Context: an optimization exercise on an open-source flow, tuned for a short achievable clock period and few clock cycles. The choices shown serve that exercise and are no tape-out recipe.
Function was checked by simulation only, so behaviour that the tests miss may differ from the original.
Power is estimated from default activity; no workload was simulated.

P:
## mips_top
module mips_top(clk, rst, imem_addr, imem_rdata, dmem_addr, dmem_we, dmem_wdata, dmem_rdata);
==> flow/config.mk <==
export PLATFORM = sky130hd
export DESIGN_NAME = mips_top
export DESIGN_NICKNAME = mips_top
export VERILOG_FILES = /design/flow/design.v
export SDC_FILE = /design/flow/constraint.sdc
export NUM_CORES = 4
export LEC_CHECK = 0
export ABC_CLOCK_PERIOD_IN_PS = 2500
export CAP_MARGIN = 20
export CORE_MARGIN = 2
export CORE_UTILIZATION = 40
export PLACE_DENSITY = 0.6
export SETUP_SLACK_MARGIN = 5
export SLEW_MARGIN = 20
export SYNTH_HIERARCHICAL = 1
==> flow/constraint.sdc <==
create_clock -name core_clock -period 10.5 [get_ports {clk}]
set_input_delay 2.1000 -clock core_clock [delete_from_list [all_inputs] [get_ports {clk}]]
set_output_delay 2.1000 -clock core_clock [all_outputs]
set_load 0.01 [all_outputs]
standard.sh (not shown) runs the stock make flow with config.mk's settings and CLKGATE_MAP_FILE= SYNTH_SCRIPT=/design/flow/synth_recipe.tcl, a recipe that flattens the netlist after the stock synthesis.
==> flow/flow/run.sh <==
#!/bin/bash
set -euo pipefail
MARGIN=$(cat flow/margin.txt)
bash standard.sh synth > synth_make.log 2>&1
bash standard.sh SETUP_SLACK_MARGIN=$MARGIN finish > layout_make.log 2>&1
==> flow/flow/margin.txt <==
7.4
Testbench counts of P, summed over its fixed seeds: cycles 11,662.
[inputs] Q vs P
diff --git a/flow/design.v b/flow/design.v
--- a/flow/design.v
+++ b/flow/design.v
@@ -88,23 +88,22 @@
   reg  [31:0] pc_out, pc_n;
   wire [31:0] pc = ~pc_n;
   wire [31:0] pc4 = pc + 32'd4;
   assign instruction_memory_a = pc_out;
   wire [31:0] ins_f = instruction_memory_rd;
   wire [31:2] next_f;
   wire        take_f;
   wire        cross_f;
   reg         v_d;
   reg         fix_d;    
   reg  [31:0] ir_d;
-  reg  [31:0] ir_dn;    
   reg  [31:0] pc4_d;
   wire [4:0]  rs = ir_d[25:21], rt = ir_d[20:16], rd = ir_d[15:11];
   wire is_r, is_addi, is_lw, is_sw, is_beq, sub_d, and_d, or_d, slt_d;
   control_unit cu(ir_d[31:26], ir_d[5:0], is_r, is_addi, is_lw, is_sw, is_beq, sub_d, and_d, or_d, slt_d);
   wire [31:0] imm_d = {{16{ir_d[15]}}, ir_d[15:0]};
   wire [31:0] tgt_d = pc4_d + {imm_d[29:0], 2'b00};
   wire [4:0]  dst_d = is_r ? rd : rt;
   wire        wr_d  = v_d & (is_r | is_addi | is_lw) & (dst_d != 5'd0);
   wire        beq_dyn    = v_d & is_beq & (rs != rt);
   wire        sum_d      = is_addi | (is_r & (ir_d[5:0] == 6'b100000 || ir_d[5:0] == 6'b100010));
   wire        use_rs = is_r | is_addi | is_lw | is_sw | (is_beq & (rs != rt));
@@ -119,50 +118,45 @@
   wire [31:0] alu_e;
   alu alu1(a_e, b_e, sub_e, add_e, and_e, or_e, slt_e, alu_e);
   wire taken_e = br_e & (a_e == b_e);
   wire zero_e = ((a_e ^ b_e) == {a_e[30:0] | b_e[30:0], sub_e});
   wire [31:0] res_m_val = ld_m ? data_memory_rd : res_m;
   assign data_memory_a  = addr_m;
   assign data_memory_wd = sd_m;
   assign data_memory_we = st_m;
   assign register_we3 = wr_m;
   assign register_a3  = rd_m;
   assign register_wd3 = res_m_val;
-  reg         fwd_e_rs, fwd_e_rt, fwd_m_rs, fwd_m_rt;
-  wire [31:0] rs_old = fwd_m_rs ? res_m_val : register_rd1;
-  wire [31:0] rt_old = fwd_m_rt ? res_m_val : register_rd2;
+  wire        fwd_e_rs = wr_e && rd_e == rs;
+  wire        fwd_e_rt = wr_e && rd_e == rt;
+  wire [31:0] rs_old = (wr_m && rd_m == rs) ? res_m_val : register_rd1;
+  wire [31:0] rt_old = (wr_m && rd_m == rt) ? res_m_val : register_rd2;
   wire        use_imm = is_addi | is_lw | is_sw;
   wire [31:0] a_next  = fwd_e_rs ? alu_e : rs_old;
   wire [31:0] sd_next = fwd_e_rt ? alu_e : rt_old;
   wire [31:0] b_other = (use_imm ? imm_d : rt_old) ^ {32{sub_d}};
   wire [31:0] b_next  = (fwd_e_rt & ~use_imm) ? (alu_e ^ {32{sub_d}}) : b_other;
   wire fast_d  = beq_dyn & wr_e & sum_e & (((rt == 5'd0) & (rs == rd_e)) | ((rs == 5'd0) & (rt == rd_e)));
   wire taken_d = fast_d & zero_e;
   wire stall = ld_e & wr_e & v_d & ((use_rs & rd_e == rs) | (use_rt & rd_e == rt));
   reg  [31:0] sel1_d, sel2_d;
   wire [4:0]  rs_f = stall ? rs : ins_f[25:21];
   wire [4:0]  rt_f = stall ? rt : ins_f[20:16];
   integer k;
   always @(posedge clk)
     for (k = 0; k < 32; k = k + 1) begin
       sel1_d[k] <= (k != 0) && (rs_f == k);
       sel2_d[k] <= (k != 0) && (rt_f == k);
     end
   assign register_a1 = sel1_d;
   assign register_a2 = sel2_d;
-  always @(posedge clk) begin
-    fwd_e_rs <= ~stall & ~taken_e & wr_d & (dst_d == rs_f);
-    fwd_e_rt <= ~stall & ~taken_e & wr_d & (dst_d == rt_f);
-    fwd_m_rs <= wr_e & (rd_e == rs_f);
-    fwd_m_rt <= wr_e & (rd_e == rt_f);
-  end
   reg  [3:0]  bt_v;
   reg  [31:2] bt_pc [0:3];    
   reg  [31:2] bt_tgt [0:3];
   reg  [1:0]  bt_ptr;
   reg         bt_ins;      
   reg  [31:2] pc_prev;     
   reg  [3:0]  hit4, hitc;
   reg  [31:2] skip_tgt_r;
   integer j;
   wire [31:2] pc_m4 = pc[31:2] - 30'd1;
   always @(*) begin
@@ -225,26 +219,26 @@
         st_e <= v_d & is_sw;
         br_e <= beq_dyn & ~fast_d;
         sum_e <= v_d & sum_d;
         mem_e <= v_d & (is_lw | is_sw);
       end
       wr_m <= wr_e;
       ld_m <= ld_e;
       st_m <= st_e;
     end
   end
   always @(posedge clk) begin
-    ir_d  <= stall ? ~ir_dn : instruction_memory_rd;
-    ir_dn <= stall ? ir_dn : ~instruction_memory_rd;
-    if (!stall)
+    if (!stall) begin
+      ir_d  <= instruction_memory_rd;
       pc4_d <= pc4;
+    end
     a_e   <= a_next;
     b_e   <= b_next;
     sd_e  <= sd_next;
     tgt_e <= tgt_d;
     rd_e  <= dst_d;
     sub_e <= sub_d;
     and_e <= and_d;
     or_e  <= or_d;
     slt_e <= slt_d;
     add_e <= ~(and_d | or_d | slt_d);
     res_m <= alu_e;
- Number of multi-input combinational cells in the layout, P and Q, higher one = P.
- Q: no failed stages, no open violations at the end
- P → Q: via count -1.8%, arrival time at the worst endpoint +2480 ps, count of non-CTS buffers in the layout +42.
- On logic depth of the worst register-to-register path: between P and Q, it ends up lower for P.
- Q against P: power after layout went down by 1.2%, floorplan die area went down by 1.7%.
Testbench counts of Q, summed over its fixed seeds: cycles 11,662.

==> separate check: timing with driven ports <==
How much do the figures lean on ideal ports? The routed layouts below were timed once more, with nothing changed but the port constraints. Step 1 sets driving cells, clkbuf_16 on the clock port and buf_2 on the other inputs (assumed; they add their load-dependent delay and slew). Step 2 times the ports against the registers' clock, not the clock port: input delays grow and output delays shrink by t, the midpoint of the rising clock arrivals with the driver on. Three values: ideal, step 1, step 2; two values: the first two.
run	shift t [ns]	setup WS [ns]	worst register clock-pin slew, ns
P	0.901	7.064 / 6.975 / 6.074	0.07 / 0.07
Q	0.899	7.063 / 6.988 / 6.189	0.07 / 0.07
After both steps setup and hold are still met in every run listed. For P, which loses most, drivers alone change the setup slack by -0.089 ns; drivers and shift together by -0.990 ns.
